Context: an optimization exercise on an open-source flow, tuned for small area, a short achievable clock period and few clock cycles. The choices shown serve that exercise and are no tape-out recipe.
In this exercise RTL edits were held to simulation tests only and were not proved equivalent to the original.
Power and IR drop assume default switching activity.

<file path="flow/design.v">
module Top(
    Clk,
    Reset,
    Data_in,
    Wr_En,
    Outputs,
    Re
    );
    input wire Clk;
    input wire Reset;
    input wire Wr_En;
    input wire [3:0] Data_in;
    output wire Outputs;
    output wire Re;
    reg       wr_q;
    reg [3:0] din_q;
    always @(posedge Clk or negedge Reset)
        if (~Reset) wr_q <= 1'b0;
        else        wr_q <= Wr_En;
    always @(posedge Clk) din_q <= Data_in;
    reg [9:0] dsel;
    always @(posedge Clk) begin : dec
        integer k;
        for (k = 0; k < 10; k = k + 1) dsel[k] <= (Data_in == k);
    end
    localparam ST_WR = 2'd0, ST_HUF = 2'd1, ST_OUT = 2'd2;
    reg [1:0] st;
    reg [8:0] wc;         
    reg [1:0] ph;         
    reg       gdone;      
    reg       hs;         
    reg [3:0] hso;        
    wire wactive = wr_q | (wc[8] & ~gdone);
    wire ins     = wactive & ph[1];
    wire first   = wr_q & (wc == 9'd0);
    wire [2:0] hin = wr_q ? din_q[3:1] : 3'd0;
    wire       lin = din_q[0];
    reg  [6:0] acc;
    reg  [1:0] lsb;
    wire [6:0] acc5 = {acc[4:0], 2'b00} + acc + {4'd0, hin};
    wire [9:0] grp  = {lsb[0], lsb[1], lin, acc5};
    always @(posedge Clk) begin
        if (wactive) begin
            if (ph == 2'd0) begin acc <= {4'd0, hin}; lsb[0] <= lin; end
            else            begin acc <= acc5;        lsb[1] <= lin; end
        end
    end
    localparam NG = 86;
    reg  [NG*10-1:0] ring;
    wire [9:0] slot0 = ring[9:0];
    always @(posedge Clk)
        ring <= {(ins ? grp : slot0), ring[NG*10-1:10]};
    reg [7:0] cnt  [0:9];
    reg  [7:0] cur;
    always @* begin : rd
        integer k;
        cur = 8'd0;
        for (k = 0; k < 10; k = k + 1) cur = cur | (cnt[k] & {8{dsel[k]}});
    end
    wire [7:0] inc = cur + 8'd1;
    localparam HS = 1'b0, HU = 1'b1;
    reg  [9:0] cand, F;
    reg  [9:0] C1, C2;    
    reg  [7:0] v1, v2;    
    reg  [7:0] vr1, vr2;  
    reg        f1st;      
    reg  [9:0] bh, bl;    
    wire [3:0] gsel = hso;
    integer i;
    always @* begin
        for (i = 0; i < 10; i = i + 1) begin
            bh[i] = |({cnt[i][1], cnt[i][3], cnt[i][5], cnt[i][7]} & gsel);
            bl[i] = |({cnt[i][0], cnt[i][2], cnt[i][4], cnt[i][6]} & gsel);
        end
    end
    function two;    
        input [9:0] x;
        integer k;
        begin
            two = 1'b0;
            for (k = 1; k < 10; k = k + 1) two = two | (x[k] & |(x & ((10'd1 << k) - 10'd1)));
        end
    endfunction
    wire [9:0] cin = f1st ? 10'h3ff : cand;
    wire [9:0] fin = f1st ? 10'h000 : F;
    wire [9:0] zh  = cin & ~bh;
    wire [9:0] dh  = cin & bh;
    wire       sh  = (|zh) & (|dh);
    wire [9:0] c1s = (|zh) ? zh : cin;
    wire [9:0] zfh = fin & ~bh;
    wire [9:0] f1s = sh ? dh : (|zfh) ? zfh : fin;
    wire [9:0] zl  = c1s & ~bl;
    wire [9:0] dl  = c1s & bl;
    wire       sl  = (|zl) & (|dl);
    wire [9:0] ce  = (|zl) ? zl : c1s;
    wire [9:0] zfl = f1s & ~bl;
    wire [9:0] fe  = sl ? dl : (|zfl) ? zfl : f1s;
    wire       a1h = ~|zh, a1l = ~|zl;
    wire       a2h = sl ? a1h : sh ? 1'b1 : ~|zfh;
    wire       a2l = sl ? 1'b1 : ~|zfl;
    wire       cp  = sh | sl;    
    reg  [7:0] vn1, vn2;
    always @* begin
        for (i = 0; i < 4; i = i + 1) begin
            vn1[7-2*i -: 2] = gsel[i] ? {a1h, a1l} : vr1[7-2*i -: 2];
            vn2[7-2*i -: 2] = gsel[i] ? {a2h, a2l} : cp ? vr1[7-2*i -: 2] : vr2[7-2*i -: 2];
        end
    end
    always @(posedge Clk) begin
        cand <= ce;
        F    <= fe;
        vr1  <= vn1;
        vr2  <= vn2;
        if (st == ST_HUF && hs == HS && hso[3]) begin
            C1 <= ce; v1 <= vn1;
            C2 <= fe; v2 <= vn2;
        end
    end
    function [9:0] lowest;    
        input [9:0] x;
        integer k;
        begin
            lowest[0] = x[0];
            for (k = 1; k < 10; k = k + 1) lowest[k] = x[k] & ~|(x & ((10'd1 << k) - 10'd1));
        end
    endfunction
    function [3:0] enc;
        input [9:0] oh;
        begin
            enc[0] = oh[1] | oh[3] | oh[5] | oh[7] | oh[9];
            enc[1] = oh[2] | oh[3] | oh[6] | oh[7];
            enc[2] = oh[4] | oh[5] | oh[6] | oh[7];
            enc[3] = oh[8] | oh[9];
        end
    endfunction
    wire [9:0] c1lo   = lowest(C1);
    wire [9:0] c1rest = C1 & ~c1lo;
    wire [9:0] m1  = c1lo;
    wire       multi = two(C1);
    wire [9:0] m2  = lowest(multi ? c1rest : C2);
    wire       v2ff = multi ? (&v1) : (&v2);    
    wire [3:0] m2b = enc(m2);
    wire [7:0] sab = v1 + v2;
    wire [7:0] s   = multi ? {v1[6:0], 1'b0} : sab;
    wire       hufu = (st == ST_HUF) && (hs == HU);
    wire       upd  = hufu && !v2ff;
    wire       cwr  = (st == ST_WR) && wr_q;
    wire [7:0] cbus = (upd ? s : inc) & {8{~first}};
    always @(posedge Clk) begin
        for (i = 0; i < 10; i = i + 1)
            if (first | (cwr & dsel[i]) | (upd & (m1[i] | m2[i])))
                cnt[i] <= cbus | {8{upd & m1[i]}};
    end
    reg  [99:0] ncr;
    reg  [3:0]  rot;
    reg         p_v;
    reg  [2:0]  p_n;
    reg  [3:0]  p_1, p_2;
    wire [3:0]  m1b = enc(m1);
    function [9:0] apply;
        input [9:0] e;
        input [3:0] a1, a2;
        begin
            if (e[9:6] == a1)      apply = {a2, e[4:0], 1'b0};
            else if (e[9:6] == a2) apply = {e[9:6], e[4:0], 1'b1};
            else                   apply = e;
        end
    endfunction
    wire [3:0] rot5   = (rot >= 4'd5) ? rot - 4'd5 : rot + 4'd5;
    wire       ncinit = wr_q && (wc < 9'd10);
    wire [9:0] e0 = ncinit ? {rot,  6'd1} : p_v ? apply(ncr[9:0],   p_1, p_2) : ncr[9:0];
    wire [9:0] e5 = ncinit ? {rot5, 6'd1} : p_v ? apply(ncr[59:50], p_1, p_2) : ncr[59:50];
    always @(posedge Clk)
        ncr <= {e0, ncr[99:60], e5, ncr[49:10]};
    always @(posedge Clk) begin
        if (upd) begin p_1 <= m1b; p_2 <= m2b; end
    end
    always @(posedge Clk or negedge Reset) begin
        if (~Reset) begin
            p_v <= 1'b0; p_n <= 3'd0; rot <= 4'd0;
        end else begin
          rot <= (rot == 4'd9) ? 4'd0 : rot + 4'd1;
          if (upd) begin
            p_v <= 1'b1; p_n <= 3'd5;
        end else if (p_v) begin
            p_n <= p_n - 3'd1;
            if (p_n == 3'd1) p_v <= 1'b0;
          end
        end
    end
    reg [9:0] nonff;
    always @* for (i = 0; i < 10; i = i + 1) nonff[i] = ~&cnt[i];
    wire fewer2 = ~two(nonff);
    reg [6:0] P;         
    reg [6:0] ng;        
    reg [10:0] qx;       
    reg [11:0] qh;       
    reg       hv, xv, h85, x85;
    reg [1:0] hidx;
    wire       attap = (P[2:0] == 3'd0);
    reg  [9:0] tap;
    always @* begin
        case (P[6:3])
            4'd0: tap = ring[  0*10 +: 10];
            4'd1: tap = ring[  8*10 +: 10];
            4'd2: tap = ring[ 16*10 +: 10];
            4'd3: tap = ring[ 24*10 +: 10];
            4'd4: tap = ring[ 32*10 +: 10];
            4'd5: tap = ring[ 40*10 +: 10];
            4'd6: tap = ring[ 48*10 +: 10];
            4'd7: tap = ring[ 56*10 +: 10];
            4'd8: tap = ring[ 64*10 +: 10];
            4'd9: tap = ring[ 72*10 +: 10];
            default: tap = ring[ 80*10 +: 10];
        endcase
    end
    wire [6:0] tv  = tap[6:0];
    wire [2:0] th0 = (tv >= 7'd100) ? 3'd4 : (tv >= 7'd75) ? 3'd3 :
                     (tv >= 7'd50)  ? 3'd2 : (tv >= 7'd25) ? 3'd1 : 3'd0;
    wire [10:0] tapd = {tap[9:7], th0, tv[4:0]};
    reg  [4:0] k25;
    always @* begin
        case (qx[7:5])
            3'd1: k25 = 5'd25;
            3'd2: k25 = 5'd18;
            3'd3: k25 = 5'd11;
            3'd4: k25 = 5'd4;
            default: k25 = 5'd0;
        endcase
    end
    wire [4:0] qr = qx[4:0] - k25;
    reg  [5:0] r5d;
    always @* begin
        case (qr)
            5'd0: r5d = 6'b000000;
            5'd1: r5d = 6'b000001;
            5'd2: r5d = 6'b000010;
            5'd3: r5d = 6'b000011;
            5'd4: r5d = 6'b000100;
            5'd5: r5d = 6'b001000;
            5'd6: r5d = 6'b001001;
            5'd7: r5d = 6'b001010;
            5'd8: r5d = 6'b001011;
            5'd9: r5d = 6'b001100;
            5'd10: r5d = 6'b010000;
            5'd11: r5d = 6'b010001;
            5'd12: r5d = 6'b010010;
            5'd13: r5d = 6'b010011;
            5'd14: r5d = 6'b010100;
            5'd15: r5d = 6'b011000;
            5'd16: r5d = 6'b011001;
            5'd17: r5d = 6'b011010;
            5'd18: r5d = 6'b011011;
            5'd19: r5d = 6'b011100;
            5'd20: r5d = 6'b100000;
            5'd21: r5d = 6'b100001;
            5'd22: r5d = 6'b100010;
            5'd23: r5d = 6'b100011;
            5'd24: r5d = 6'b100100;
            default: r5d = 6'b000000;
        endcase
    end
    wire [11:0] qdec = {qx[7:5], qx[10], r5d[5:3], qx[9], r5d[2:0], qx[8]};
    reg [3:0] hdig;
    always @* begin
        case (hidx)
            2'd0: hdig = qh[11:8];
            2'd1: hdig = qh[7:4];
            default: hdig = qh[3:0];
        endcase
    end
    reg [3:0] nd;
    reg       ndv, nd8;
    reg [3:0] sc;        
    reg [5:0] S;
    reg       rep;
    reg       out_r, re_r;
    assign Outputs = out_r;
    assign Re      = re_r;
    wire       sempty = (S == 6'b100000);
    reg  [3:0] ndpos;
    reg        pvalid;
    wire [3:0] ndp5   = (ndpos >= 4'd5) ? ndpos - 4'd5 : ndpos;
    wire       nready = !(p_v && ndp5 < {1'b0, p_n});
    wire       take   = (st == ST_OUT) && nready && sempty && !rep && pvalid;
    wire       hpop   = hv && (!ndv || take) && (sc == 4'd9) && (hidx == 2'd2 || h85);
    wire       move   = xv && (hpop || !hv);
    wire       fetch  = gdone && attap && !xv;
    wire [4:0] pd = {1'b0, nd} + 5'd9 - {1'b0, rot};
    wire [3:0] pos = (pd >= 5'd10) ? pd - 5'd10 : pd[3:0];
    always @(posedge Clk) ndpos <= pos;
    reg  [5:0] c;
    always @* begin
        c = 6'd0;
        for (i = 0; i < 10; i = i + 1) if (ndpos == i) c = ncr[10*i +: 6];
    end
    reg  [5:0] tf;
    always @* begin
        if      (c[5]) tf = {c[4:0], 1'b1};
        else if (c[4]) tf = {c[3:0], 2'b10};
        else if (c[3]) tf = {c[2:0], 3'b100};
        else if (c[2]) tf = {c[1:0], 4'b1000};
        else if (c[1]) tf = {c[0],   5'b10000};
        else           tf = 6'b100000;
    end
    always @(posedge Clk or negedge Reset) begin
        if (~Reset) begin
            st <= ST_WR; wc <= 9'd0; ph <= 2'd0; gdone <= 1'b0; hs <= HS; hso <= 4'b0001; f1st <= 1'b1;
            P <= 7'd0; ng <= 7'd0; hv <= 1'b0; xv <= 1'b0; h85 <= 1'b0; x85 <= 1'b0;
            hidx <= 2'd0; ndv <= 1'b0; nd8 <= 1'b0; sc <= 4'd0; pvalid <= 1'b0;
            S <= 6'b100000; rep <= 1'b0; out_r <= 1'b0; re_r <= 1'b0;
        end else begin
            if (wr_q) wc <= wc + 9'd1;
            if (wactive) ph <= ph[1] ? 2'd0 : ph + 2'd1;
            if (ins && !wr_q) begin
                gdone <= 1'b1;
                P  <= 7'd11;
                ng <= 7'd3;
            end
            if (wr_q && wc == 9'd255) st <= ST_HUF;
            if (st == ST_HUF) begin
                f1st <= (hs == HU);
                if (hs == HS) begin
                    if (hso[0] && fewer2) st <= ST_OUT;
                    else begin
                        hso <= {hso[2:0], hso[3]};
                        if (hso[3]) hs <= HU;
                    end
                end else begin
                    hs <= HS;
                    if (v2ff) st <= ST_OUT;
                end
            end
            if (gdone) begin
                if (fetch) begin
                    P  <= (P >= 7'd84) ? P - 7'd84 : P + 7'd2;
                    ng <= (ng == 7'd85) ? 7'd0 : ng + 7'd1;
                end else
                    P  <= (P == 7'd0) ? 7'd85 : P - 7'd1;
            end
            if (hpop || !hv) begin
                hv <= xv; h85 <= x85; hidx <= 2'd0;
            end
            if (fetch) begin
                xv <= 1'b1; x85 <= (ng == 7'd85);
            end else if (move)
                xv <= 1'b0;
            pvalid <= ndv && !take;
            if (!ndv || take) begin
                if (sc != 4'd9) begin
                    ndv <= 1'b1; nd8 <= (sc == 4'd8); sc <= sc + 4'd1;
                end else if (hv) begin
                    ndv <= 1'b1; nd8 <= 1'b0;
                    if (!hpop) hidx <= hidx + 2'd1;
                end else
                    ndv <= 1'b0;
            end
            if (!sempty) begin
                out_r <= S[5]; re_r <= 1'b1; S <= {S[4:0], 1'b0};
            end else if (rep) begin
                re_r <= 1'b1; rep <= 1'b0;
            end else begin
                re_r <= 1'b0;
                if (take) begin
                    S   <= tf;
                    rep <= nd8 && (tf != 6'b100000);
                end
            end
        end
    end
    always @(posedge Clk) begin
        if (move)  qh <= qdec;
        if (fetch) qx <= tapd;
        if (!ndv || take) begin
            if (sc != 4'd9) nd <= sc;
            else            nd <= hdig;
        end
    end
endmodule
</file>
<file path="flow/run.sh">
#!/bin/bash
# synth_recipe.tcl (not shown) runs the flow's synth.tcl, then flattens the netlist and writes it again
# the make line also repeats each setting of config.mk as NAME=value (left out here)
make -C /OpenROAD-flow-scripts/flow DESIGN_CONFIG=/design/flow/config.mk WORK_HOME=/design/flow/orfs CLKGATE_MAP_FILE= SYNTH_SCRIPT=/design/flow/synth_recipe.tcl finish
</file>
<file path="flow/config.mk">
export PLATFORM = sky130hd
export DESIGN_NAME = Top
export DESIGN_NICKNAME = Top
export VERILOG_FILES = /design/flow/design.v
export SDC_FILE = /design/flow/constraint.sdc
export NUM_CORES = 4
export LEC_CHECK = 0
export ABC_CLOCK_PERIOD_IN_PS = 3000
export CAP_MARGIN = 20
export CORE_MARGIN = 2
export CORE_UTILIZATION = 65
export CTS_BUF_LIST = sky130_fd_sc_hd__clkbuf_8
export CTS_CLUSTER_DIAMETER = 40
export CTS_CLUSTER_SIZE = 16
export PLACE_DENSITY = 0.75
export SETUP_SLACK_MARGIN = 4.0
export SLEW_MARGIN = 20
</file>
<file path="flow/constraint.sdc">
create_clock -name core_clock -period 7.0 [get_ports {Clk}]
set_input_delay 1.4000 -clock core_clock [delete_from_list [all_inputs] [get_ports {Clk}]]
set_output_delay 1.4000 -clock core_clock [all_outputs]
set_load 0.01 [all_outputs]
</file>
==> flow_summary_export.csv, run 1 <==
group,metric,value,unit
worst_hold_path,holdCritPathClass,"flip-flop to flip-flop",
routing,routed_wl,105000,um
yosys,yosys_warnings,2,
clock_tree,htreeDepth,3,
placed_design,io_buffers,8,
worst_setup_path,setup.worst_path.start,"C1[1]",
yosys,synth_cells,2828,
final_layout,fill_cells,3087,
sta,finalSetupViolCount,0,
yosys,syn_nets,2907,
global_route,grt_util_met1,43.6,%
floorplan,row_count,87,
clock_tree,clock-sinks,1239,
sta,worst_slew_pin_slew,0.916,ns
worst_setup_path,critPathLaunchType,"flip-flop",
sta,hold_viol_final,0,
floorplan,die_area,0.0585,mm2
placed_design,pre_cts_ws,2.20,ns
sta,maxSlewViolCount,0,
final_layout,layout_commonest_cell,"dfxtp_1",
worst_setup_path,r2r_cells,10,
global_route,grt.met2_usage,55.1,%
clock_tree,clock_latency,0.78,ns
sta,setup_tns,0,ns
clock_tree,clkTransAtPathRegs,0.11,ns
yosys,synth-edff-count,160,
worst_setup_path,arrival,3.85,ns
yosys,async_reset_ff_share,5.25,%
worst_setup_path,rr_startpoint,"C1[1]",
global_route,track_usage,33.9,%
final_layout,final_cell_mix,"dfxtp_1 (1008), nand2_1 (204), edfxtp_1 (160)",
worst_setup_path,crit_fanout,8,
worst_setup_path,cp.depth,10,
floorplan,start_util,65.4,%
yosys,synth_seq_area_share,72.7,%
yosys,synth_cell_type_count,97,
routing,first_pass_iters,7,
sta,rsz0062_at_grt,"yes",
sta,final.min_clock_period,3.34,ns
worst_hold_path,hold_depth,0,
worst_setup_path,crit_required,7.51,ns
clock_tree,cts_root_buf,"clkbuf_8",
floorplan,die_x,242,um
yosys,synth_ff_type,"dfxtp_1",
pwr,p_per_area,349,mW/mm2
routing,drt_iter0_markers,2367,
floorplan,dieHeight,242,um
worst_setup_path,cpPeakStageDelay,0.60,ns
global_route,grtUsageMet3,7.28,%
worst_setup_path,critPathKind,"flip-flop to flip-flop",
global_route,grt_max_degree,66,
routing,num_vias,24000,
worst_setup_path,crit_path_end_kind,"flip-flop",
placed_design,place_hpwl,62500,um
floorplan,core_area,0.0562,mm2
job,max_cap_violations,0,
final_layout,fin_util,77.6,%
worst_setup_path,path_delay_family,"simple AND/OR/NAND/NOR gates",
global_route,antenna_found_initial,3,
pwr,leakage,17.5,nW
yosys,syn_area,0.0368,mm2
global_route,grt-ovfl-total,0,
run_status,status,"timing/DRC/antenna clean",
routing,drc,0,
worst_setup_path,path_cells,"or4_4 -> nor3_4 -> nand3_1 -> maj3_1 -> nor3b_2 -> a21o_1 -> o31ai_2 -> nand3_1 -> o211ai_1 -> buf_4",
yosys,synth_seq_cells,1239,
sta,fin_skew,0.0506,ns
sta,fmax,299,MHz
clock_tree,cts_buffers,115,
worst_setup_path,cpMostUsedCell,"nand3_1",
worst_setup_path,crit_buf_inv,1,
sta,fin_ws,3.66,ns
clock_tree,cts_tree,"done",
final_layout,nNetsFinal,3165,
global_route,grt_pass1_vias,23900,
sta,period_share,47.7,%
sta,timing.slew.headroom,38.9,%
routing,drtAntennaViolNets,0,
routing,vias_per_cell,6.13,
worst_setup_path,r2r-end,"cnt[8][0]",
worst_setup_path,crit_path_end,"cnt[8][0]",
worst_setup_path,reg2reg_setup_slack,3.66,ns
clock_tree,cts.path.max_buffers,3,
worst_setup_path,slowest_stage,"or4_4",
global_route,grt-busiest-layer,"met2",
clock_tree,hold_buffers,0,
floorplan,io_pins,9,
routing,detail_route.wl_per_cell,26.7,um
placed_design,place_congestion,0.983,
final_layout,layout-drive-gt1-share,22.3,%
yosys,syn_avg_cell_area,13.0,um2
global_route,grt_pass1_wl,149000,um
pwr,vdd_drop_max,0.000340,V
final_layout,syn_to_final_growth,18.6,%
-- synth_stat cells (all sizes together), types with 7 or more instances --
library cell	number	area [um2]
dfxtp	1014	20300
nand2	240	903
edfxtp	160	4800
nor2	143	539
a21oi	118	602
o21ai	90	454
inv	72	270
a22oi	71	538
ha	67	838
dfrtp	62	1550
nand3	60	305
clkbuf	54	203
nand4	37	231
xnor2	37	324
mux2i	36	368
nor3	36	191
buf	33	190
a221oi	30	280
a22o	28	245
mux2	27	304
o22ai	25	156
and2	24	150
xor2	24	210
o31ai	23	173
a31oi	21	161
and3	20	125
nand2b	19	119
a211oi	18	135
a21o	18	135
nor2b	18	113
nand3b	14	105
a21boi	12	90.1
nor4	12	87.6
a32oi	10	87.6
o211ai	10	80.1
or3	10	62.6
or2	9	56.3
a222oi	7	70.1
a41oi	7	80.1
o21bai	7	52.6
-- state kept, by name, indices dropped and copies added, names as in the netlist, 9 cells and up --
register	cells
dsel	10
C1	10
C2	10
qh	12
F	10
cand	10
qx	11
ring	860
cnt	80
ncr	100
wc	9
-- cells by family (layout without fill, tap and decap cells) --
family | after synthesis | after routing | share of synthesized area, %
buffers and inverters | 161 | 489 | 1.82
xor gates and xnor gates | 61 | 61 | 1.45
muxes | 63 | 63 | 1.83
adders and majority gates | 78 | 78 | 2.72
other | 0 | 3 | 0
DFF | 1239 | 1239 | 72.7
and+or+nand+nor | 665 | 668 | 8.67
AOI/OAI and AO/OA | 561 | 561 | 10.8
-- per-layer routing --
layer / routed length, um / vias up
li1: - / 10500
met1: 39500 / 11700
met2: 50100 / 1411
met3: 8710 / 367
met4: 6400 / 2
met5: 12 / -
-- per-stage QoR --
step           hold WS (ns)  power, mW  instances  instance area (um2)
4_1_cts               0.309       14.9       3850                42500
2_1_floorplan         0.310       9.51       2828                36900
3_5_place_dp          0.312       10.2       3526                37700
3_3_place_gp          0.310       10.1       3526                37700
5_1_grt               0.312       15.6       3916                43600
6_report              0.307       15.2       3918                43600
-- worst min path at each step --
stage	slack (ns)	start	endpoint
detailed placement	0.31	ring[305]	ring[295]
floorplan	0.31	ncr[26]	ncr[16]
global placement	0.31	ring[735]	ring[725]
finish	0.31	ring[268]	ring[258]
global route	0.31	ring[842]	ring[832]
CTS	0.31	ring[776]	ring[766]
-- cell type report --
class	instances	area (um2)	area share, %
Multi-Input combinational cell	1431	10900	25.1
Clock inverter	68	792	1.82
Timing Repair inverter	2	25.0	0.0574
Tap cell	756	946	2.17
Antenna cell	3	7.51	0.0172
Timing Repair Buffer	223	2120	4.86
Inverter	74	314	0.720
Clock buffer	122	1680	3.85
Sequential cell	1239	26800	61.4
-- what timing repair did --
action	in CTS	in global routing
cloned	6	1
pin swaps	64	76
buffers inserted	128	64
gates resized for setup	275	143
endpoints found under the setup margin	306	273
-- power by group --
part	internal, mW	switching, mW
Sequential	8.26	0.516
Clock	2.08	2.60
Combinational	0.610	1.16
Testbench counts, summed over its fixed seeds: cycles 11,152.
==> run 2: changes to the inputs <==
--- a/flow/design.v
+++ b/flow/design.v
@@ -28,7 +28,7 @@
     reg [8:0] wc;         
     reg [1:0] ph;         
     reg       gdone;      
-    reg       hs;         
+    reg [1:0] hs;         
     reg [3:0] hso;        
     wire wactive = wr_q | (wc[8] & ~gdone);
     wire ins     = wactive & ph[1];
@@ -58,7 +58,7 @@
         for (k = 0; k < 10; k = k + 1) cur = cur | (cnt[k] & {8{dsel[k]}});
     end
     wire [7:0] inc = cur + 8'd1;
-    localparam HS = 1'b0, HU = 1'b1;
+    localparam HS = 2'd0, HP = 2'd1, HU = 2'd2;
     reg  [9:0] cand, F;
     reg  [9:0] C1, C2;    
     reg  [7:0] v1, v2;    
@@ -135,13 +135,20 @@
     endfunction
     wire [9:0] c1lo   = lowest(C1);
     wire [9:0] c1rest = C1 & ~c1lo;
-    wire [9:0] m1  = c1lo;
     wire       multi = two(C1);
-    wire [9:0] m2  = lowest(multi ? c1rest : C2);
-    wire       v2ff = multi ? (&v1) : (&v2);    
-    wire [3:0] m2b = enc(m2);
+    wire [9:0] m2n = lowest(multi ? c1rest : C2);
     wire [7:0] sab = v1 + v2;
-    wire [7:0] s   = multi ? {v1[6:0], 1'b0} : sab;
+    reg  [9:0] m1, m2;
+    reg  [7:0] s;
+    reg        v2ff;      
+    always @(posedge Clk)
+        if (hs == HP) begin
+            m1   <= c1lo;
+            m2   <= m2n;
+            s    <= multi ? {v1[6:0], 1'b0} : sab;
+            v2ff <= multi ? (&v1) : (&v2);
+        end
+    wire [3:0] m2b = enc(m2);
     wire       hufu = (st == ST_HUF) && (hs == HU);
     wire       upd  = hufu && !v2ff;
     wire       cwr  = (st == ST_WR) && wr_q;
@@ -324,8 +331,10 @@
                     if (hso[0] && fewer2) st <= ST_OUT;
                     else begin
                         hso <= {hso[2:0], hso[3]};
-                        if (hso[3]) hs <= HU;
+                        if (hso[3]) hs <= HP;
                     end
+                end else if (hs == HP) begin
+                    hs <= HU;
                 end else begin
                     hs <= HS;
                     if (v2ff) st <= ST_OUT;
==> flow_summary_export.csv, run 2 <==
group,metric,value,unit
sta,rsz0062_at_grt,"yes",
yosys,yosys.area.top_type,"dfxtp_1",
yosys,synth_top_area_share,54.0,%
worst_setup_path,path_delay_family,"compound AO/OA/AOI/OAI gates",
routing,num_vias,23500,
sta,setup_tns,0,ns
worst_setup_path,critPathKind,"flip-flop to flip-flop",
final_layout,reg_top3,"ring: 860 flops, ncr: 100 flops, cnt: 80 flops",
yosys,synth.most_common_cell,"dfxtp_1",
worst_setup_path,crit_buf_inv,2,
global_route,grt_pass1_wl,143000,um
routing,vias_per_cell,6.02,
sta,worst_slew_pin_slew,1.07,ns
yosys,synth_cell_type_count,94,
clock_tree,htreeDepth,3,
yosys,syn_nets,2963,
pwr,p_seq_share,58.0,%
placed_design,place_hpwl,60000,um
final_layout,largest_reg_flops,860,
pwr,vdd_drop_max,0.000337,V
final_layout,ff_latch_area,0.0277,mm2
yosys,async_reset_ff_share,5.20,%
sta,maxSlewViolCount,0,
floorplan,core_area,0.0575,mm2
global_route,grt-ovfl-total,0,
worst_setup_path,crit_required,7.62,ns
sta,period_share,47.9,%
routing,drtAntennaViolNets,0,
clock_tree,cts_root_buf,"clkbuf_8",
worst_setup_path,r2r_cells,11,
worst_setup_path,reg2reg_setup_slack,3.65,ns
yosys,synth_ff_type,"dfxtp_1",
clock_tree,cts_tree,"done",
worst_setup_path,critPathLaunchType,"flip-flop",
yosys,yosys_warnings,2,
global_route,antenna_found_initial,2,
yosys,synth_seq_area_share,73.5,%
clock_tree,clkTransAtPathRegs,0.10,ns
yosys,synth_seq_cells,1269,
pwr,pwr-share-comb,12.2,%
final_layout,largest-register,"ring",
global_route,track_usage,32.0,%
final_layout,layout-drive-gt1-share,17.7,%
pwr,total_power,15.4,mW
worst_setup_path,crit_path_end,"C2[0]",
global_route,grt_pass1_vias,23500,
yosys,syn_area,0.0376,mm2
yosys,ys_top_cells_by_count,"dfxtp_1 (1014), nand2_1 (279), edfxtp_1 (189)",
yosys,synth_cells,2884,
routing,drc,0,
clock_tree,clock-sinks,1269,
yosys,yosys-top-cells-area,"dfxtp_1 (54%), edfxtp_1 (15%), dfrtp_1 (4.2%), nand2_1 (2.8%), ha_1 (2.2%)",
job,max_cap_violations,0,
sta,hold_viol_final,0,
sta,fmax,298,MHz
final_layout,multi_input_area,0.0103,mm2
global_route,grt_max_degree,67,
final_layout,layout_commonest_cell,"dfxtp_1",
routing,first_pass_iters,7,
worst_hold_path,holdCritPathClass,"flip-flop to flip-flop",
clock_tree,cts_buffers,118,
clock_tree,cts.path.max_buffers,3,
pwr,internal-power,11.0,mW
worst_setup_path,rr_startpoint,"hso[0]",
pwr,leakage,17.4,nW
final_layout,syn_to_final_growth,14.4,%
final_layout,final_cell_mix,"dfxtp_1 (1012), nand2_1 (261), edfxtp_1 (189)",
worst_setup_path,arrival,3.97,ns
pwr,switchingPower,4.35,mW
worst_setup_path,slowest_stage,"dfstp_4",
sta,finalSetupViolCount,0,
worst_setup_path,cpPeakStageDelay,0.53,ns
worst_setup_path,path_cells,"a22o_4 -> a221o_1 -> a222oi_1 -> buf_4 -> nand3_2 -> buf_6 -> o21a_4 -> mux2i_4 -> or4_4 -> a221o_1 -> o21ai_2",
worst_setup_path,setup.worst_path.start,"hso[0]",
floorplan,die_area,0.0598,mm2
yosys,synth-edff-count,189,
pwr,p_per_area,358,mW/mm2
routing,drt_iter0_markers,2311,
clock_tree,clock_latency,0.80,ns
worst_setup_path,cp.depth,11,
worst_setup_path,crit_fanout,7,
pwr,clock_power_share,29.8,%
floorplan,io_pins,9,
routing,routed_wl,98000,um
yosys,syn_avg_cell_area,13.0,um2
worst_setup_path,crit_path_end_kind,"flip-flop",
sta,fin_skew,0.0523,ns
worst_setup_path,cpMostUsedCell,"a221o_1",
sta,timing.slew.headroom,28.3,%
floorplan,dieHeight,244,um
pwr,switching_share,28.3,%
sta,final.min_clock_period,3.35,ns
floorplan,die_x,244,um
run_status,status,"timing/DRC/antenna clean",
worst_setup_path,r2r-end,"C2[0]",
placed_design,io_buffers,8,
sta,whs,0.305,ns
placed_design,place_congestion,0.977,
final_layout,fin_util,74.8,%
final_layout,fill_cells,3389,
floorplan,start_util,65.4,%
routing,detail_route.wl_per_cell,25.1,um
floorplan,row_count,88,
final_layout,nNetsFinal,3150,
-- run 2: cell count changes after synthesis, sizes merged, moves of 11 or more --
cell and change:
a21oi -22, edfxtp +29, mux2i +11, nand2 +40, o21ai +40
-- run 2: kinds of logic (layout without fill, tap and decap cells) --
family / after synthesis / after routing / share of synthesized area [%]
flip-flops: 1269 / 1269 / 73.5
AND/OR/NAND/NOR: 690 / 691 / 8.59
AO/OA/AOI/OAI: 551 / 552 / 10.0
buffers and inverters: 160 / 418 / 1.69
adder cells (fa/ha/maj): 77 / 77 / 2.63
multiplexers: 72 / 72 / 2.03
XOR/XNOR: 65 / 66 / 1.51
other: 0 / 1 / 0
-- run 2: routing by layer --
| metal | wire [um] | up-vias | track usage (%) |
|---|---|---|---|
| met1 | 39100 | 11600 | 41.4 |
| met2 | 47600 | 1140 | 53.2 |
| li1 | - | 10500 | - |
| met4 | 4700 | 2 | 14.3 |
| met3 | 6610 | 293 | 5.45 |
| met5 | 13 | - | 0 |
-- run 2: final cells by class --
class | instances | area share, %
Sequential cell | 1269 | 64.3
Multi-Input combinational cell | 1458 | 23.9
Clock buffer | 122 | 3.91
Timing Repair Buffer | 153 | 3.31
Tap cell | 765 | 2.23
Clock inverter | 72 | 1.64
Inverter | 71 | 0.681
Antenna cell | 1 | 0.00582
-- run 2: worst min-delay path by stage --
stage	from	endpoint	slack (ns)	cells after the start
after floorplan	ncr[26]	ncr[16]	0.31	0
after global placement	ring[651]	ring[641]	0.31	0
after detailed placement	ring[545]	ring[535]	0.31	0
after CTS	ring[794]	ring[784]	0.29	0
after global routing	ring[794]	ring[784]	0.31	0
final	ring[794]	ring[784]	0.31	0
-- run 2: worst reg2reg max path, delay by kind of cell (launching register included) --
family                 cells  cell delay [ns]
buffers and inverters      2             0.35
AND/OR/NAND/NOR            2             0.53
multiplexers               1             0.19
AO/OA/AOI/OAI              6             1.61
flip-flops                 1             0.53
-- run 2: power by group through the flow --
stage | logic (mW) | registers [mW] | clock network [mW]
after floorplan | 1.00 | 8.82 | 0
after global placement | 1.39 | 8.98 | 0
after detailed placement | 1.47 | 9.04 | 0
after CTS | 1.59 | 8.91 | 4.56
after global routing | 1.97 | 9.00 | 4.87
final | 1.88 | 8.94 | 4.58
-- run 2: metrics by stage --
step                      cells  setup WS [ns]  area (um2)
after floorplan            2884           4.00       37600
after global placement     3588           2.60       38400
after detailed placement   3590           2.61       38500
after CTS                  3871           3.78       42200
after global routing       3911           3.61       43000
final                      3911           3.65       43000
-- run 2: timing repair --
| action | 4_1_cts | 5_1_grt |
|---|---|---|
| buffers inserted | 83 | 34 |
| pin swaps | 48 | 38 |
| setup endpoints to repair | 275 | 194 |
| hold buffers | 0 | 0 |
| resized for setup | 163 | 90 |
| gates cloned | 4 | 5 |
Testbench counts of run 2, summed over its fixed seeds: cycles 11,234.
==> run 3: changes to the inputs <==
--- a/flow/design.v
+++ b/flow/design.v
@@ -67,12 +67,6 @@
     reg  [9:0] bh, bl;    
     wire [3:0] gsel = hso;
     integer i;
-    always @* begin
-        for (i = 0; i < 10; i = i + 1) begin
-            bh[i] = |({cnt[i][1], cnt[i][3], cnt[i][5], cnt[i][7]} & gsel);
-            bl[i] = |({cnt[i][0], cnt[i][2], cnt[i][4], cnt[i][6]} & gsel);
-        end
-    end
     function two;    
         input [9:0] x;
         integer k;
@@ -138,19 +132,34 @@
     wire       multi = two(C1);
     wire [9:0] m2n = lowest(multi ? c1rest : C2);
     wire [7:0] sab = v1 + v2;
-    reg  [9:0] m1, m2;
+    reg  [3:0] m1b, m2b;
     reg  [7:0] s;
     reg        v2ff;      
     always @(posedge Clk)
         if (hs == HP) begin
-            m1   <= c1lo;
-            m2   <= m2n;
+            m1b  <= enc(c1lo);
+            m2b  <= enc(m2n);
             s    <= multi ? {v1[6:0], 1'b0} : sab;
             v2ff <= multi ? (&v1) : (&v2);
         end
-    wire [3:0] m2b = enc(m2);
+    reg  [9:0] m1, m2;    
+    always @* for (i = 0; i < 10; i = i + 1) begin
+        m1[i] = (m1b == i);
+        m2[i] = (m2b == i);
+    end
     wire       hufu = (st == ST_HUF) && (hs == HU);
     wire       upd  = hufu && !v2ff;
+    reg        byp;
+    reg  [9:0] nonff;
+    always @* begin
+        for (i = 0; i < 10; i = i + 1) begin
+            bh[i] = |({cnt[i][1], cnt[i][3], cnt[i][5],
+                       byp ? (m1[i] | (m2[i] ? s[7] : cnt[i][7])) : cnt[i][7]} & gsel);
+            bl[i] = |({cnt[i][0], cnt[i][2], cnt[i][4],
+                       byp ? (m1[i] | (m2[i] ? s[6] : cnt[i][6])) : cnt[i][6]} & gsel);
+            nonff[i] = byp ? ~m1[i] & (m2[i] ? ~&s : ~&cnt[i]) : ~&cnt[i];
+        end
+    end
     wire       cwr  = (st == ST_WR) && wr_q;
     wire [7:0] cbus = (upd ? s : inc) & {8{~first}};
     always @(posedge Clk) begin
@@ -160,10 +169,7 @@
     end
     reg  [99:0] ncr;
     reg  [3:0]  rot;
-    reg         p_v;
-    reg  [2:0]  p_n;
-    reg  [3:0]  p_1, p_2;
-    wire [3:0]  m1b = enc(m1);
+    reg  [2:0]  pw;       
     function [9:0] apply;
         input [9:0] e;
         input [3:0] a1, a2;
@@ -175,28 +181,20 @@
     endfunction
     wire [3:0] rot5   = (rot >= 4'd5) ? rot - 4'd5 : rot + 4'd5;
     wire       ncinit = wr_q && (wc < 9'd10);
-    wire [9:0] e0 = ncinit ? {rot,  6'd1} : p_v ? apply(ncr[9:0],   p_1, p_2) : ncr[9:0];
-    wire [9:0] e5 = ncinit ? {rot5, 6'd1} : p_v ? apply(ncr[59:50], p_1, p_2) : ncr[59:50];
+    wire       napp   = upd || (pw != 3'd0);
+    wire [9:0] e0 = ncinit ? {rot,  6'd1} : napp ? apply(ncr[9:0],   m1b, m2b) : ncr[9:0];
+    wire [9:0] e5 = ncinit ? {rot5, 6'd1} : napp ? apply(ncr[59:50], m1b, m2b) : ncr[59:50];
     always @(posedge Clk)
         ncr <= {e0, ncr[99:60], e5, ncr[49:10]};
-    always @(posedge Clk) begin
-        if (upd) begin p_1 <= m1b; p_2 <= m2b; end
-    end
     always @(posedge Clk or negedge Reset) begin
         if (~Reset) begin
-            p_v <= 1'b0; p_n <= 3'd0; rot <= 4'd0;
+            pw <= 3'd0; rot <= 4'd0;
         end else begin
-          rot <= (rot == 4'd9) ? 4'd0 : rot + 4'd1;
-          if (upd) begin
-            p_v <= 1'b1; p_n <= 3'd5;
-        end else if (p_v) begin
-            p_n <= p_n - 3'd1;
-            if (p_n == 3'd1) p_v <= 1'b0;
-          end
+            rot <= (rot == 4'd9) ? 4'd0 : rot + 4'd1;
+            if (upd)              pw <= 3'd4;
+            else if (pw != 3'd0)  pw <= pw - 3'd1;
         end
     end
-    reg [9:0] nonff;
-    always @* for (i = 0; i < 10; i = i + 1) nonff[i] = ~&cnt[i];
     wire fewer2 = ~two(nonff);
     reg [6:0] P;         
     reg [6:0] ng;        
@@ -288,7 +286,7 @@
     reg  [3:0] ndpos;
     reg        pvalid;
     wire [3:0] ndp5   = (ndpos >= 4'd5) ? ndpos - 4'd5 : ndpos;
-    wire       nready = !(p_v && ndp5 < {1'b0, p_n});
+    wire       nready = !(ndp5 < {1'b0, pw});
     wire       take   = (st == ST_OUT) && nready && sempty && !rep && pvalid;
     wire       hpop   = hv && (!ndv || take) && (sc == 4'd9) && (hidx == 2'd2 || h85);
     wire       move   = xv && (hpop || !hv);
@@ -312,7 +310,7 @@
     end
     always @(posedge Clk or negedge Reset) begin
         if (~Reset) begin
-            st <= ST_WR; wc <= 9'd0; ph <= 2'd0; gdone <= 1'b0; hs <= HS; hso <= 4'b0001; f1st <= 1'b1;
+            st <= ST_WR; wc <= 9'd0; ph <= 2'd0; gdone <= 1'b0; hs <= HS; hso <= 4'b0001; f1st <= 1'b1; byp <= 1'b0;
             P <= 7'd0; ng <= 7'd0; hv <= 1'b0; xv <= 1'b0; h85 <= 1'b0; x85 <= 1'b0;
             hidx <= 2'd0; ndv <= 1'b0; nd8 <= 1'b0; sc <= 4'd0; pvalid <= 1'b0;
             S <= 6'b100000; rep <= 1'b0; out_r <= 1'b0; re_r <= 1'b0;
@@ -326,7 +324,8 @@
             end
             if (wr_q && wc == 9'd255) st <= ST_HUF;
             if (st == ST_HUF) begin
-                f1st <= (hs == HU);
+                f1st <= (hs == HP);
+                byp  <= (hs == HP);
                 if (hs == HS) begin
                     if (hso[0] && fewer2) st <= ST_OUT;
                     else begin
@@ -336,8 +335,9 @@
                 end else if (hs == HP) begin
                     hs <= HU;
                 end else begin
-                    hs <= HS;
-                    if (v2ff) st <= ST_OUT;
+                    hs  <= HS;
+                    hso <= 4'b0010;
+                    if (v2ff || fewer2) st <= ST_OUT;
                 end
             end
             if (gdone) begin
==> flow_summary_export.csv, run 3 <==
group,metric,value,unit
pwr,p_per_area,349,mW/mm2
pwr,pwr-share-comb,12.5,%
yosys,yosys.area.top_type,"dfxtp_1",
clock_tree,cts_buffers,115,
run_status,status,"timing/DRC/antenna clean",
global_route,antenna_found_initial,3,
routing,first_pass_iters,9,
placed_design,io_buffers,8,
routing,routed_wl,113000,um
sta,final.min_clock_period,3.72,ns
yosys,synth_seq_cells,1249,
floorplan,io_pins,9,
final_layout,nNetsFinal,3216,
sta,maxSlewViolCount,0,
sta,timing.slew.headroom,36.5,%
sta,fin_skew,0.0807,ns
worst_hold_path,holdCritPathClass,"flip-flop to flip-flop",
global_route,track_usage,35.8,%
final_layout,largest-register,"ring",
yosys,syn_area,0.0376,mm2
sta,hold_viol_final,0,
pwr,switching_share,29.6,%
final_layout,syn_to_final_growth,16.6,%
yosys,yosys_warnings,2,
yosys,synth_cells,2902,
pwr,leakage,17.3,nW
routing,drt_iter0_markers,2939,
sta,whs,0.290,ns
pwr,clock_power_share,29.4,%
placed_design,place_hpwl,66300,um
pwr,switchingPower,4.53,mW
global_route,grt-busiest-layer,"met2",
sta,fmax,269,MHz
clock_tree,clkTransAtPathRegs,0.09,ns
worst_setup_path,arrival,4.30,ns
final_layout,final_cell_mix,"dfxtp_1 (1012), nand2_1 (234), edfxtp_1 (169)",
pwr,vdd_drop_max,0.000419,V
yosys,async_reset_ff_share,5.28,%
global_route,grt_pass1_vias,25200,
floorplan,core_area,0.0574,mm2
pwr,p_seq_share,58.1,%
clock_tree,clock_latency,0.80,ns
job,max_cap_violations,0,
global_route,grt_max_degree,67,
routing,drc,0,
clock_tree,cts_tree,"done",
clock_tree,htreeDepth,3,
sta,finalSetupViolCount,0,
worst_setup_path,critPathKind,"flip-flop to flip-flop",
floorplan,start_util,65.5,%
routing,detail_route.wl_per_cell,28.6,um
floorplan,row_count,88,
routing,vias_per_cell,6.32,
routing,num_vias,25100,
global_route,grt_pass1_wl,160000,um
yosys,synth.most_common_cell,"dfxtp_1",
global_route,grt_util_met1,44.7,%
sta,worst_slew_pin_slew,0.952,ns
final_layout,layout-drive-gt1-share,20.3,%
yosys,synth_ff_type,"dfxtp_1",
clock_tree,cts_root_buf,"clkbuf_8",
pwr,internal-power,10.8,mW
floorplan,dieHeight,244,um
yosys,synth_top_area_share,54.1,%
yosys,yosys-top-cells-area,"dfxtp_1 (54%), edfxtp_1 (14%), dfrtp_1 (4.2%), nand2_1 (2.5%), ha_1 (2.2%)",
worst_setup_path,crit_path_end_kind,"flip-flop",
sta,period_share,53.2,%
global_route,grtUsageMet3,6.37,%
final_layout,largest_reg_flops,860,
yosys,syn_nets,2981,
yosys,synth_cell_type_count,98,
clock_tree,clock-sinks,1249,
worst_setup_path,crit_required,7.58,ns
floorplan,die_area,0.0597,mm2
sta,rsz0062_at_grt,"yes",
clock_tree,hold_buffers,0,
sta,setup_tns,0,ns
final_layout,layout_commonest_cell,"dfxtp_1",
yosys,synth_seq_area_share,72.0,%
placed_design,place_congestion,0.959,
worst_setup_path,critPathLaunchType,"flip-flop",
global_route,grt.met2_usage,59.5,%
clock_tree,cts.path.max_buffers,3,
routing,drtAntennaViolNets,0,
yosys,synth-edff-count,169,
yosys,ys_top_cells_by_count,"dfxtp_1 (1014), nand2_1 (254), edfxtp_1 (169)",
worst_setup_path,reg2reg_setup_slack,3.28,ns
worst_setup_path,crit_fanout,8,
yosys,syn_avg_cell_area,12.9,um2
final_layout,reg_top3,"ring: 860 flops, ncr: 100 flops, cnt: 80 flops",
global_route,grt-ovfl-total,0,
floorplan,die_x,244,um
run 3: layout make-up:
| type | instances | area, um2 |
|---|---|---|
| timing repair buffer | 206 | 1780 |
| timing repair inverter | 1 | 5.00 |
| sequential | 1249 | 27100 |
| multi-input combinational | 1496 | 11400 |
| clock buffer | 119 | 1640 |
| fill | 3086 | 13600 |
| inverter | 68 | 267 |
| antenna | 1 | 2.50 |
| tap | 765 | 957 |
| clock inverter | 67 | 628 |
run 3: stage by stage:
| stage | utilization (%) | instances | power, mW | worst slack, ns | instance area (um2) |
|---|---|---|---|---|---|
| finish | 76.3 | 3972 | 15.3 | 3.28 | 43800 |
| detailed placement | 67.4 | 3602 | 10.2 | 2.00 | 38700 |
| global placement | 67.4 | 3601 | 9.98 | 2.18 | 38700 |
| floorplan | - | 2902 | 9.47 | 3.80 | 37800 |
| global route | 76.3 | 3972 | 15.6 | 3.21 | 43800 |
| CTS | 74.7 | 3917 | 14.7 | 3.44 | 42900 |
run 3: logic make-up after synthesis:
logic type	count (synthesis)	synth area share, %
flip-flops	1249	72.0
AND/OR/NAND/NOR	695	9.19
AO/OA/AOI/OAI	598	11.3
buffers and inverters	160	1.72
adder cells (fa/ha/maj)	76	2.61
XOR/XNOR	64	1.49
multiplexers	60	1.68
run 3: path summary, 6_finish.rpt:
check / to / cells after the start / startpoint
hold reg to reg: ncr[58] / 0 / ncr[68]
setup / recovery: v2[4] / 12 / m1b[3]
setup reg to reg: v2[4] / 12 / m1b[3]
hold / removal: ncr[58] / 0 / ncr[68]
min in group asynchronous: P[6] / 1 / Reset
max in group asynchronous: hso[2] / 1 / Reset
run 3: power groups by stage:
stage	clock [mW]	combinational, mW	sequential, mW
CTS	4.40	1.46	8.83
finish	4.49	1.91	8.88
floorplan	0	0.813	8.65
global placement	0	1.13	8.85
global route	4.73	1.93	8.92
detailed placement	0	1.27	8.94
run 3: routing by layer:
layer / wire (um) / vias to the layer above
li1: - / 10800
met1: 42400 / 12300
met2: 54200 / 1512
met3: 8990 / 495
met4: 7820 / 4
met5: 23 / -
run 3: what timing repair did:
action                                  in CTS  in global routing
pin swaps                                   59                 48
setup buffers                              126                 51
endpoints found under the setup margin     144                130
hold endpoints to repair                     0                  0
gates cloned                                 3                  3
gates resized for setup                    196                108
run 3: critical path: stages (launching register included):
cell      delay, ns
edfxtp_1       0.47
buf_6          0.18
nor4_4         0.42
o21a_1         0.24
o221ai_4       0.15
a211oi_2       0.20
o211ai_1       0.18
buf_4          0.20
o311ai_1       0.51
o32ai_2        0.22
a21oi_4        0.25
nand3_4        0.23
a32oi_2        0.31
Testbench counts of run 3, summed over its fixed seeds: cycles 11,152.

afterwards: timing with drivers on the ports:
In the flow no input, the clock included, has a driving cell. The finished layouts below were timed again as built, in two steps. Step 1 sets driving cells, clkbuf_16 on the clock port and buf_2 on the other inputs (assumed; they add their load-dependent delay and slew). Step 2 also shifts input and output timing later by t, the mid clock arrival at the registers, as if the neighbouring blocks saw the same clock. Three values: ideal ports, drivers, drivers and shift; two values: the first two.
run	shift t [ns]	setup WS [ns]	worst register clock-pin slew, ns
run 1	0.818	3.658 / 3.658 / 3.658	0.12 / 0.12
run 2	0.839	3.648 / 3.648 / 3.648	0.12 / 0.12
run 3	0.822	3.278 / 3.278 / 3.278	0.11 / 0.11
After both steps every run listed still meets setup and hold.
